This design comes from an exercise in tuning for small area and a short achievable clock period on the open sky130 flow, not from production work.
In this exercise RTL edits were held to simulation tests only and were not proved equivalent to the original.
No activity file was given, so power comes from the tool's default toggle rates.

==> flow/design.v, too long to show whole: its modules and the start of the top module <==
// module fir_top: 7266 lines
module fir_top (
    input          rst,
    input          clk,
    input  [255:0] coeff_vector,
    input  [15:0]  data_in,
    input          sample_en,
    output [15:0]  data_out,
    output         sample_valid,
    output         overflow
);
  // ...
==> flow/flow/run.sh <==
#!/bin/bash
set -euo pipefail
bash standard.sh SETUP_SLACK_MARGIN=10 finish > standard_flow.log 2>&1
==> flow/standard.sh <==
#!/bin/bash
# synth_recipe.tcl (not shown) runs the flow's synth.tcl, then flattens the netlist and writes it again
# the make line also repeats each setting of config.mk as NAME=value (left out here)
make -C /OpenROAD-flow-scripts/flow DESIGN_CONFIG=/design/flow/config.mk WORK_HOME=/design/flow/orfs CLKGATE_MAP_FILE= SYNTH_SCRIPT=/design/flow/synth_recipe.tcl "${@:-finish}"
==> flow/config.mk <==
export PLATFORM = sky130hd
export DESIGN_NAME = fir_top
export DESIGN_NICKNAME = fir_top
export VERILOG_FILES = /design/flow/design.v
export SDC_FILE = /design/flow/constraint.sdc
export NUM_CORES = 4
export LEC_CHECK = 0
export ABC_AREA = 1
export CAP_MARGIN = 20
export CELL_PAD_IN_SITES_DETAIL_PLACEMENT = 1
export CELL_PAD_IN_SITES_GLOBAL_PLACEMENT = 1
export CORE_MARGIN = 2
export CORE_UTILIZATION = 40
export PLACE_DENSITY = 0.55
export SLEW_MARGIN = 20
==> flow/constraint.sdc <==
create_clock -name core_clock -period 16.0 [get_ports {clk}]
set_input_delay 3.2000 -clock core_clock [delete_from_list [all_inputs] [get_ports {clk}]]
set_output_delay 3.2000 -clock core_clock [all_outputs]
set_load 0.01 [all_outputs]
==> results.ini, run 1 <==
[power_and_ir_drop]
p_sw_uw = 17800
clk-power_uw = 4100
peakVddDrop_uv = 356
p_leak_uw = 0.0586
pwr-share-clk_pct = 11.2

[layout]
sh_seq_area_pct = 17.9
final_area_mm2 = 0.148
multi_input_cells = 9544
fin_cells = 18200
ff_latch_area_mm2 = 0.0266
utilization_pct = 45.8

[sta]
max_slew_margin_pct = 18.3
rsz0062_at_grt = yes

[setup_path]
cp.depth = 23

[global_routing]
grt_usage_pct = 34.8
grt_max_degree = 193
grt_use_met2_pct = 58.5

[run_status]
outcome = no timing/DRC/antenna violations

[yosys]
yosysMostFrequentCell = fa_1
synth-seq-cells = 1221
ys.flop_type = dfxtp_1

[die]
die_w_um = 575
core_mm2 = 0.324

[clocking]
path_clk_slew_ps = 60

[hold_path]
hold_path_depth = 2

==> run 2, diff against run 1 <==
--- a/flow/design.v
+++ b/flow/design.v
@@ -7229,38 +7229,73 @@
     assign {t0_c318, t0_s317} = 1'b1 + as1[33] + ac1[33];
     wire t0_s319, t0_c320;
     assign {t0_c320, t0_s319} = as1[34] + ac1[34];
     wire t0_s321, t0_c322;
     assign {t0_c322, t0_s321} = 1'b1 + as1[35] + ac1[35];
     wire [35:0] s0 = {t0_c320, t0_c318, t0_c316, t0_c314, t0_c310, t0_c306, t0_c300, t0_c294, t0_c286, t0_c278, t0_c268, t0_c258, t0_c246, t0_c234, t0_c220, t0_c206, t0_c192, t0_c176, t0_c160, t0_c144, t0_c128, t0_c112, t0_c98, t0_c84, t0_c72, t0_c60, t0_c50, t0_c40, t0_c32, t0_c24, t0_c18, t0_c12, t0_c8, t0_c4, p0_0_1, p0_0_0};
     wire [35:0] c0s = {t0_s321, t0_s319, t0_s317, t0_s315, t0_s313, t0_s309, t0_s305, t0_s299, t0_s293, t0_s285, t0_s277, t0_s267, t0_s257, t0_s245, t0_s233, t0_s219, t0_s205, t0_s191, t0_s175, t0_s159, t0_s143, t0_s127, t0_s111, t0_s97, t0_s83, t0_s71, t0_s59, t0_s49, t0_s39, t0_s31, t0_s23, t0_s17, t0_s11, t0_s7, t0_s3, t0_s1};
     wire [35:0] a0s_d;
-    wire [5:0] a0g_d, a0p_d;
+    wire [8:0] a0g_d, a0p_d;
     wire [35:0] pr0 = s0 ^ c0s;
-    assign {a0g_d[0], a0s_d[5:0]} = s0[5:0] + c0s[5:0];
-    assign a0p_d[0] = &pr0[5:0];
-    assign {a0g_d[1], a0s_d[11:6]} = s0[11:6] + c0s[11:6];
-    assign a0p_d[1] = &pr0[11:6];
-    assign {a0g_d[2], a0s_d[17:12]} = s0[17:12] + c0s[17:12];
-    assign a0p_d[2] = &pr0[17:12];
-    assign {a0g_d[3], a0s_d[23:18]} = s0[23:18] + c0s[23:18];
-    assign a0p_d[3] = &pr0[23:18];
-    assign {a0g_d[4], a0s_d[29:24]} = s0[29:24] + c0s[29:24];
-    assign a0p_d[4] = &pr0[29:24];
-    assign {a0g_d[5], a0s_d[35:30]} = s0[35:30] + c0s[35:30];
-    assign a0p_d[5] = &pr0[35:30];
+    assign {a0g_d[0], a0s_d[3:0]} = s0[3:0] + c0s[3:0];
+    assign a0p_d[0] = &pr0[3:0];
+    assign {a0g_d[1], a0s_d[7:4]} = s0[7:4] + c0s[7:4];
+    assign a0p_d[1] = &pr0[7:4];
+    assign {a0g_d[2], a0s_d[11:8]} = s0[11:8] + c0s[11:8];
+    assign a0p_d[2] = &pr0[11:8];
+    assign {a0g_d[3], a0s_d[15:12]} = s0[15:12] + c0s[15:12];
+    assign a0p_d[3] = &pr0[15:12];
+    assign {a0g_d[4], a0s_d[19:16]} = s0[19:16] + c0s[19:16];
+    assign a0p_d[4] = &pr0[19:16];
+    assign {a0g_d[5], a0s_d[23:20]} = s0[23:20] + c0s[23:20];
+    assign a0p_d[5] = &pr0[23:20];
+    assign {a0g_d[6], a0s_d[27:24]} = s0[27:24] + c0s[27:24];
+    assign a0p_d[6] = &pr0[27:24];
+    assign {a0g_d[7], a0s_d[31:28]} = s0[31:28] + c0s[31:28];
+    assign a0p_d[7] = &pr0[31:28];
+    assign {a0g_d[8], a0s_d[35:32]} = s0[35:32] + c0s[35:32];
+    assign a0p_d[8] = &pr0[35:32];
     reg [35:0] a0s;
-    reg [5:0] a0g, a0p;
+    reg [8:0] a0g, a0p;
     always @(posedge clk)
-        if (rst) begin a0s <= 36'h0; a0g <= 6'h0; a0p <= 6'h0; end
+        if (rst) begin a0s <= 36'h0; a0g <= 9'h0; a0p <= 9'h0; end
         else if (sample_en) begin a0s <= a0s_d; a0g <= a0g_d; a0p <= a0p_d; end
-    wire [5:0] bcin;
+    wire [8:0] bcin;
     assign bcin[0] = 1'b0;
-    assign bcin[1] = a0g[0] | (a0p[0] & bcin[0]);
-    assign bcin[2] = a0g[1] | (a0p[1] & bcin[1]);
-    assign bcin[3] = a0g[2] | (a0p[2] & bcin[2]);
-    assign bcin[4] = a0g[3] | (a0p[3] & bcin[3]);
-    assign bcin[5] = a0g[4] | (a0p[4] & bcin[4]);
-    wire [35:0] a0 = {a0s[35] ^ (bcin[5] & (&a0s[34:30])), a0s[34] ^ (bcin[5] & (&a0s[33:30])), a0s[33] ^ (bcin[5] & (&a0s[32:30])), a0s[32] ^ (bcin[5] & (&a0s[31:30])), a0s[31] ^ (bcin[5] & (&a0s[30:30])), a0s[30] ^ bcin[5], a0s[29] ^ (bcin[4] & (&a0s[28:24])), a0s[28] ^ (bcin[4] & (&a0s[27:24])), a0s[27] ^ (bcin[4] & (&a0s[26:24])), a0s[26] ^ (bcin[4] & (&a0s[25:24])), a0s[25] ^ (bcin[4] & (&a0s[24:24])), a0s[24] ^ bcin[4], a0s[23] ^ (bcin[3] & (&a0s[22:18])), a0s[22] ^ (bcin[3] & (&a0s[21:18])), a0s[21] ^ (bcin[3] & (&a0s[20:18])), a0s[20] ^ (bcin[3] & (&a0s[19:18])), a0s[19] ^ (bcin[3] & (&a0s[18:18])), a0s[18] ^ bcin[3], a0s[17] ^ (bcin[2] & (&a0s[16:12])), a0s[16] ^ (bcin[2] & (&a0s[15:12])), a0s[15] ^ (bcin[2] & (&a0s[14:12])), a0s[14] ^ (bcin[2] & (&a0s[13:12])), a0s[13] ^ (bcin[2] & (&a0s[12:12])), a0s[12] ^ bcin[2], a0s[11] ^ (bcin[1] & (&a0s[10:6])), a0s[10] ^ (bcin[1] & (&a0s[9:6])), a0s[9] ^ (bcin[1] & (&a0s[8:6])), a0s[8] ^ (bcin[1] & (&a0s[7:6])), a0s[7] ^ (bcin[1] & (&a0s[6:6])), a0s[6] ^ bcin[1], a0s[5] ^ (bcin[0] & (&a0s[4:0])), a0s[4] ^ (bcin[0] & (&a0s[3:0])), a0s[3] ^ (bcin[0] & (&a0s[2:0])), a0s[2] ^ (bcin[0] & (&a0s[1:0])), a0s[1] ^ (bcin[0] & (&a0s[0:0])), a0s[0] ^ bcin[0]};
+    wire bG0_1 = a0g[1] | (a0p[1] & a0g[0]);
+    wire bP0_1 = a0p[1] & a0p[0];
+    wire bG0_3 = a0g[3] | (a0p[3] & a0g[2]);
+    wire bP0_3 = a0p[3] & a0p[2];
+    wire bG0_5 = a0g[5] | (a0p[5] & a0g[4]);
+    wire bP0_5 = a0p[5] & a0p[4];
+    wire bG0_7 = a0g[7] | (a0p[7] & a0g[6]);
+    wire bP0_7 = a0p[7] & a0p[6];
+    wire bG1_2 = a0g[2] | (a0p[2] & bG0_1);
+    wire bP1_2 = a0p[2] & bP0_1;
+    wire bG1_3 = bG0_3 | (bP0_3 & bG0_1);
+    wire bP1_3 = bP0_3 & bP0_1;
+    wire bG1_6 = a0g[6] | (a0p[6] & bG0_5);
+    wire bP1_6 = a0p[6] & bP0_5;
+    wire bG1_7 = bG0_7 | (bP0_7 & bG0_5);
+    wire bP1_7 = bP0_7 & bP0_5;
+    wire bG2_4 = a0g[4] | (a0p[4] & bG1_3);
+    wire bP2_4 = a0p[4] & bP1_3;
+    wire bG2_5 = bG0_5 | (bP0_5 & bG1_3);
+    wire bP2_5 = bP0_5 & bP1_3;
+    wire bG2_6 = bG1_6 | (bP1_6 & bG1_3);
+    wire bP2_6 = bP1_6 & bP1_3;
+    wire bG2_7 = bG1_7 | (bP1_7 & bG1_3);
+    wire bP2_7 = bP1_7 & bP1_3;
+    wire bG3_8 = a0g[8] | (a0p[8] & bG2_7);
+    wire bP3_8 = a0p[8] & bP2_7;
+    assign bcin[1] = a0g[0];
+    assign bcin[2] = bG0_1;
+    assign bcin[3] = bG1_2;
+    assign bcin[4] = bG1_3;
+    assign bcin[5] = bG2_4;
+    assign bcin[6] = bG2_5;
+    assign bcin[7] = bG2_6;
+    assign bcin[8] = bG2_7;
+    wire [35:0] a0 = {a0s[35] ^ (bcin[8] & (&a0s[34:32])), a0s[34] ^ (bcin[8] & (&a0s[33:32])), a0s[33] ^ (bcin[8] & (&a0s[32:32])), a0s[32] ^ bcin[8], a0s[31] ^ (bcin[7] & (&a0s[30:28])), a0s[30] ^ (bcin[7] & (&a0s[29:28])), a0s[29] ^ (bcin[7] & (&a0s[28:28])), a0s[28] ^ bcin[7], a0s[27] ^ (bcin[6] & (&a0s[26:24])), a0s[26] ^ (bcin[6] & (&a0s[25:24])), a0s[25] ^ (bcin[6] & (&a0s[24:24])), a0s[24] ^ bcin[6], a0s[23] ^ (bcin[5] & (&a0s[22:20])), a0s[22] ^ (bcin[5] & (&a0s[21:20])), a0s[21] ^ (bcin[5] & (&a0s[20:20])), a0s[20] ^ bcin[5], a0s[19] ^ (bcin[4] & (&a0s[18:16])), a0s[18] ^ (bcin[4] & (&a0s[17:16])), a0s[17] ^ (bcin[4] & (&a0s[16:16])), a0s[16] ^ bcin[4], a0s[15] ^ (bcin[3] & (&a0s[14:12])), a0s[14] ^ (bcin[3] & (&a0s[13:12])), a0s[13] ^ (bcin[3] & (&a0s[12:12])), a0s[12] ^ bcin[3], a0s[11] ^ (bcin[2] & (&a0s[10:8])), a0s[10] ^ (bcin[2] & (&a0s[9:8])), a0s[9] ^ (bcin[2] & (&a0s[8:8])), a0s[8] ^ bcin[2], a0s[7] ^ (bcin[1] & (&a0s[6:4])), a0s[6] ^ (bcin[1] & (&a0s[5:4])), a0s[5] ^ (bcin[1] & (&a0s[4:4])), a0s[4] ^ bcin[1], a0s[3] ^ (bcin[0] & (&a0s[2:0])), a0s[2] ^ (bcin[0] & (&a0s[1:0])), a0s[1] ^ (bcin[0] & (&a0s[0:0])), a0s[0] ^ bcin[0]};
     assign data_out = a0[29:14];
     assign overflow = ~(&a0[35:29] | ~|a0[35:29]);
 endmodule
==> run 2 against run 1 <==
Effect of this change:
- still clean on timing, DRC and antenna
- synthesized area rose by 0.41%
- via count rose by 0.72%
- sequential share of layout area barely moved
- clock skew fell by 2.1 ps
- flip-flop and latch count rose by 6
- non-clock buffer count fell by 2
- combinational power barely moved
- register-to-register slack improved by 40 ps
==> results.ini, run 2 <==
[layout]
nNetsFinal = 16400
final_common_cell = fa_1
ff_latch_area_mm2 = 0.0267  ; +0.49%
utilization_pct = 45.8  ; about the same
layout-drive-gt1-share_pct = 10.8
mostFrequentLayoutCells = fa_1, xor2_1, o22ai_1
area_delta_synth_final_pct = 13.8
multiInputGateArea_mm2 = 0.0942
num-fill-cells = 36000

[die]
initial_core_util_pct = 40.3
core_mm2 = 0.325  ; +0.16%
fp-row-count = 209
ios = 293
die_w_um = 576  ; +0.21%
dieArea_mm2 = 0.332
die_h_um = 576

[yosys]
synth_cells = 14000
ys.flop_type = dfxtp_1
synth-seq-cells = 1227  ; +0.49%
ys_types = 40
syn-num-nets = 16700
ys.warnings.count = 1
synth_top_area_share_pct = 33.1
yosysMostFrequentCell = fa_1
yosys.area.top_type = fa_1
synth.area.top_cells = fa_1, dfxtp_1, xor2_1
yosysSeqAreaShare_pct = 20.4
syn_area_mm2 = 0.131
synth_edf_count = 208
yosys-top-cells-count = fa_1, xor2_1, o22ai_1
async_flop_share_pct = 0
avgSynthCellArea_um2 = 9.36

[power_and_ir_drop]
p_leak_uw = 0.0589  ; +0.47%
powerDensity_mw_per_mm2 = 245
peakVddDrop_uv = 255  ; -28%

[sta]
slew_viol_final = 0
finalHoldViolations = 0
fin_tns_setup_ps = 0
maxClockFrequency_mhz = 154
finalSetupViolCount = 0
finalCritPeriodShare_pct = 40.6
clock_skew_ps = 92.6
worst_slew_pin_slew_ps = 1290
setup_slack_ps = 9500
rsz0062_at_grt = yes
layout_min_cycle_time_ps = 6500
max_slew_margin_pct = 13.9  ; -4.4 points

[setup_path]
crit_chain = dlygate4sd2_1, nand2_2, nand2_1, o21ai_1, buf_6, o22ai_4, xor2_2, fa_2, fa_2, fa_2, fa_2, inv_2, ha_4, ha_4, nand2_1, nor2_2, a211oi_2, nand2_1, nand2_2, o221ai_2, inv_1
regToRegStartpoint = xr[1]
cp_slowest_cell = fa_2
cp_slowest_stage_delay_ps = 550
cp.buffers_inverters = 4
crit_family = adder cells
r2r-end = bc7[11]
cp.arrival_ps = 7300
path_class = primary input to register
worstSetupStartpointType = primary input
regToRegSetupSlack_ps = 10020
crit_path_end_kind = register
cp_max_fo = 4
reg2reg_depth = 12
path_common_cell = fa_2
crit_required_ps = 16800

[clocking]
clkLatencyLatePin_ps = 950
cts_buffers = 176
path_clk_slew_ps = 60  ; about the same
clockBufferDepth = 4
cts_root_buf = clkbuf_16
cts.sinks = 1227
htreeDepth = 4
cts_tree = yes

[drt]
firstDrtPassIters = 6
num_vias = 110000
dr.first_iter.drc_count = 9216
drc = 0
viasPerCell = 6.03
ant_nets = 0
routed_wl_um = 597000
wl_per_cell_um = 32.7

[placed_design]
gp_congestion = 0.890
portBuffers = 292
hpwl_um = 408000
placement.setup.worst_slack_ps = 7110

[global_routing]
antenna_found_initial = 17
grt_max_degree = 157  ; -19%
grt_pass1_wl_um = 873000
grt_remaining_overflow = 0
grt_pass1_vias = 122000
grt_usage_pct = 35.8  ; +1.0 points

[run_status]
outcome = no timing/DRC/antenna violations

[hold_path]
min_path_type = register to register
holdPathEnd = bs4[33]
hold_start = bs4[33]
hold_path_depth = 2  ; unchanged

[run]
cap_violations = 0

-- run 2: logic make-up after synthesis --
kind of cell | after synthesis | share of synthesized area [%]
AND/OR/NAND/NOR | 1124 | 3.37
XOR/XNOR | 2089 | 14.0
flip-flops | 1227 | 20.4
adder cells (fa/ha/maj) | 2400 | 35.4
buffers and inverters | 3184 | 9.74
AO/OA/AOI/OAI | 3953 | 17.1
-- run 2: through the flow --
step	total power (µW)	cell area (µm²)	instances	hold WS, ps
4_1_cts	36100	147000	18200	465
5_1_grt	40500	149000	18200	494
2_1_floorplan	22500	132000	14000	433
3_5_place_dp	31100	137000	17600	455
6_report	36500	149000	18200	468
3_3_place_gp	30700	137000	17600	447
-- run 2: report_power, final --
part	leakage [µW]	internal [µW]	switching, µW
Sequential	0.0105	4050	526
Combinational	0.0454	12100	15600
Clock	0.00290	2420	1760
Total	0.0589	18600	17900
-- run 2: per-layer routing --
metal  wire length, µm  track usage (%)
met5                57                0
met4             27600             14.3
met3             48100             6.80
met2            273000             57.1
met1            248000             47.9
-- run 2: timing repair --
| action | CTS | global route |
|---|---|---|
| cloned | 18 | 2 |
| setup endpoints to repair | 641 | 352 |
| setup buffers | 188 | 77 |
| pin swaps | 140 | 146 |
| resized for setup | 645 | 269 |
| hold buffers | 0 | 0 |
-- run 2: how the worst max path moves through the flow --
stage	from	end	slack (ps)	depth (start not counted)
after floorplan	coeff_vector[15]	a0s[22]	8930	18
after global placement	coeff_vector[11]	a0s[19]	7010	19
after detailed placement	coeff_vector[11]	a0s[19]	7110	19
after CTS	coeff_vector[5]	a0s[23]	9470	20
after global routing	coeff_vector[5]	a0s[22]	9330	19
final	coeff_vector[14]	a0s[19]	9500	21
-- run 2: layout make-up --
cell class | instances | area share [%]
inverter | 1910 | 5.12
antenna | 3 | 0.00504
clock buffer | 230 | 3.24
tap | 4325 | 3.64
timing repair buffer | 882 | 6.01
sequential | 1227 | 18.0
clock inverter | 97 | 0.748
multi-input combinational | 9570 | 63.3
-- run 2: worst min-delay path, cell delays in order, from the launching register on --
cell and delay, ps:
dfxtp_1 330, nand2_1 60, nand3_1 50
==> run 3, diff against run 2 <==
==> flow/flow/run.sh (replaced) <==
#!/bin/bash
set -euo pipefail
bash standard.sh SETUP_SLACK_MARGIN=9.7 finish > standard_flow.log 2>&1
--- a/flow/config.mk
+++ b/flow/config.mk
@@ -13,2 +13,4 @@
 export CORE_UTILIZATION = 40
+export CTS_CLUSTER_DIAMETER = 100
+export CTS_CLUSTER_SIZE = 14
 export PLACE_DENSITY = 0.55
==> run 3 against run 2 <==
Effect of this change:
- wire length down 1.2%
- sequential power about the same
- highest routed layer unchanged
- clock power down 25%
==> results.ini, run 3 <==
[run_status]
outcome = no timing/DRC/antenna violations

[hold_path]
min_path_type = register to register

[layout]
final_common_cell = fa_1
mostFrequentLayoutCells = fa_1, xor2_1, o22ai_1
nNetsFinal = 16300  ; -0.69%
num-fill-cells = 36400  ; +1.1%
area_delta_synth_final_pct = 11.0
layout-drive-gt1-share_pct = 8.66  ; -2.1 points
fin_cells = 18100  ; -0.90%

[drt]
viasPerCell = 6.04  ; about the same
routed_wl_um = 590000  ; -1.2%
wl_per_cell_um = 32.7  ; -0.29%
num_vias = 109000  ; -0.87%
dr.first_iter.drc_count = 8965  ; -2.7%
drc = 0  ; unchanged
firstDrtPassIters = 6  ; unchanged
ant_nets = 0  ; unchanged

[placed_design]
placement.setup.worst_slack_ps = 7140  ; +33.4 ps
hpwl_um = 405000  ; -0.76%
portBuffers = 292  ; unchanged
gp_congestion = 0.888  ; -0.18%
dp_cells = 17600  ; +0.11%

[die]
core_mm2 = 0.325  ; unchanged
dieArea_mm2 = 0.332  ; unchanged
fp-row-count = 209  ; unchanged
die_w_um = 576  ; unchanged
ios = 293  ; unchanged
initial_core_util_pct = 40.3  ; unchanged
die_h_um = 576  ; unchanged

[clocking]
clockBufferDepth = 4  ; unchanged
cts_buffers = 125  ; -29%
clkLatencyLatePin_ps = 980  ; +30 ps
hold_buffers = 0  ; unchanged
cts.sinks = 1227  ; unchanged
cts_tree = yes
htreeDepth = 3  ; -1
path_clk_slew_ps = 70  ; about the same
cts_root_buf = clkbuf_16

[sta]
finalHoldViolations = 0  ; unchanged
clock_skew_ps = 114  ; +21.6 ps
worst_slew_pin_slew_ps = 1270  ; -23.1 ps
max_slew_margin_pct = 15.4  ; +1.5 points
rsz0062_at_grt = yes
slew_viol_final = 0  ; unchanged
maxClockFrequency_mhz = 154  ; +0.33%
layout_min_cycle_time_ps = 6480  ; -21.1 ps
finalCritPeriodShare_pct = 40.5  ; -0.13 points
finalSetupViolCount = 0  ; unchanged
setup_slack_ps = 9520  ; +21.1 ps
fin_tns_setup_ps = 0  ; unchanged

[global_routing]
grt_pass1_wl_um = 862000  ; -1.2%
grt_remaining_overflow = 0  ; unchanged
grt_pass1_vias = 120000  ; -0.86%
antenna_found_initial = 17  ; unchanged
grt_usage_pct = 35.3  ; -0.48 points
grt_max_degree = 204  ; +30%

[setup_path]
path_common_cell = fa_2
cp_max_fo = 6  ; +2
crit_path_end_kind = register
crit_required_ps = 16770  ; -30 ps
crit_family = adder cells
cp_slowest_stage_delay_ps = 520  ; -30 ps
worstSetupStartpointType = primary input
cp.buffers_inverters = 6  ; +2
path_class = primary input to register
crit_chain = buf_6, buf_12, nand2_8, nand2_4, o21ai_4, buf_4, o22ai_4, xor2_2, fa_1, fa_2, fa_2, fa_1, fa_2, inv_2, ha_4, inv_4, fa_2, xnor2_2, o21ai_1, inv_1
cp.arrival_ps = 7260  ; -40 ps
cp_slowest_cell = fa_1

[yosys]
synth_edf_count = 208  ; unchanged
avgSynthCellArea_um2 = 9.36  ; unchanged
ys.flop_type = dfxtp_1
synth_cells = 14000  ; unchanged
ys_types = 40  ; unchanged
yosys.area.top_type = fa_1
synth_top_area_share_pct = 33.1  ; unchanged
ys.warnings.count = 1  ; unchanged
synth-seq-cells = 1227  ; unchanged
yosysMostFrequentCell = fa_1
yosys-top-cells-count = fa_1, xor2_1, o22ai_1
syn_area_mm2 = 0.131  ; unchanged
async_flop_share_pct = 0  ; unchanged
synth.area.top_cells = fa_1, dfxtp_1, xor2_1
yosysSeqAreaShare_pct = 20.4  ; unchanged
syn-num-nets = 16700  ; unchanged

[power_and_ir_drop]
powerDensity_mw_per_mm2 = 242  ; -1.2%
p_leak_uw = 0.0573  ; -2.6%
peakVddDrop_uv = 289  ; +13%

[run]
cap_violations = 0  ; unchanged

==> run 3: cell counts after synthesis <==
No cell type changed its count.
==> run 3: final timing paths <==
check	from	end	cells past startpoint	slack, ps
worst min register to register	a0s[12]	a0s[12]	2	470
worst min-delay path	a0s[12]	a0s[12]	2	470
worst max register to register	xr[7]	bc4[17]	16	9670
worst max-delay path	coeff_vector[11]	a0s[22]	20	9520
==> run 3: what timing repair did <==
item	in CTS	in global routing
endpoints found under the setup margin	387	217
pin swaps	98	111
buffers inserted	143	43
gates cloned	15	5
gates resized for setup	447	226
==> run 3: layer usage <==
metal  up-vias  global-route usage (%)  share of wire, %
met5         -                       0            0.0069
li1      45000                       -                 -
met1     57900                    47.3                42
met2      4858                    56.2                45
met3      1415                    6.78               7.8
met4         6                    14.3               4.9
==> run 3: layout make-up <==
cell class | instances | area [µm²] | area share (%)
diodes | 7 | 17.5 | 0.0121
inverters | 1910 | 7600 | 5.24
repair buffers | 819 | 8060 | 5.55
clock buffers | 167 | 3360 | 2.31
repair inverters | 1 | 11.3 | 0.00776
clock inverters | 54 | 573 | 0.395
multi-input cells | 9569 | 93400 | 64.4
well taps | 4325 | 5410 | 3.73
flip-flops and latches | 1227 | 26700 | 18.4
==> run 3: worst reg2reg max path: cells and delay by family, from the launching register on <==
kind | cells | cell delay (ps)
flip-flops | 1 | 330
AND/OR/NAND/NOR | 2 | 760
XOR/XNOR | 1 | 210
AO/OA/AOI/OAI | 3 | 720
adder cells (fa/ha/maj) | 5 | 2310
buffers and inverters | 5 | 1860
==> run 3: cell families after synthesis <==
group           share of synthesized area [%]
compound gates                           17.1
xor+xnor                                 14.0
fa+ha+maj                                35.4
buf+inv                                  9.74
flops                                    20.4
simple gates                             3.37
==> run 3: power breakdown <==
group / internal [µW] / total (µW) / switching (µW) / leakage (µW)
Combinational: 11900 / 27500 / 15500 / 0.0449
Sequential: 4050 / 4560 / 510 / 0.0105
Clock: 1550 / 3150 / 1600 / 0.00189
Total: 17500 / 35200 / 17600 / 0.0573
==> run 3: metrics by stage <==
step / util (%) / power [µW] / instance area (µm²) / hold slack [ps]
6_report: 44.7 / 35200 / 145000 / 469
5_1_grt: 44.7 / 39300 / 145000 / 498
4_1_cts: 44.3 / 35000 / 144000 / 469
3_5_place_dp: 42.2 / 31200 / 137000 / 458
3_3_place_gp: 42.2 / 30700 / 137000 / 449
2_1_floorplan: - / 22400 / 132000 / 435

## re-timing with driven ports
How much do the figures lean on ideal ports? The routed layouts below were timed once more, with nothing changed but the port constraints. Step 1 assumes that a clkbuf_16 drives the clock port and a buf_2 every other input. Step 2 times the ports against the registers' clock, not the clock port: input delays grow and output delays shrink by t, the midpoint of the rising clock arrivals with the driver on. Slacks: ideal / step 1 / step 2; pairs: ideal / step 1.
run | shift t [ns] | slack for setup (ns) | hold slack, ns | worst register clock-pin slew, ns
run 1 | 0.995 | 9.281 / 9.333 / 8.338 | 0.468 / 0.468 / 0.468 | 0.07 / 0.07
run 2 | 1.026 | 9.496 / 9.589 / 8.563 | 0.468 / 0.468 / 0.468 | 0.07 / 0.07
run 3 | 1.034 | 9.517 / 9.557 / 8.524 | 0.469 / 0.469 / 0.469 | 0.09 / 0.09
After both steps setup and hold are still met in every run listed. For run 3, which loses most, drivers alone change the setup slack by +0.040 ns; drivers and shift together by -0.993 ns.
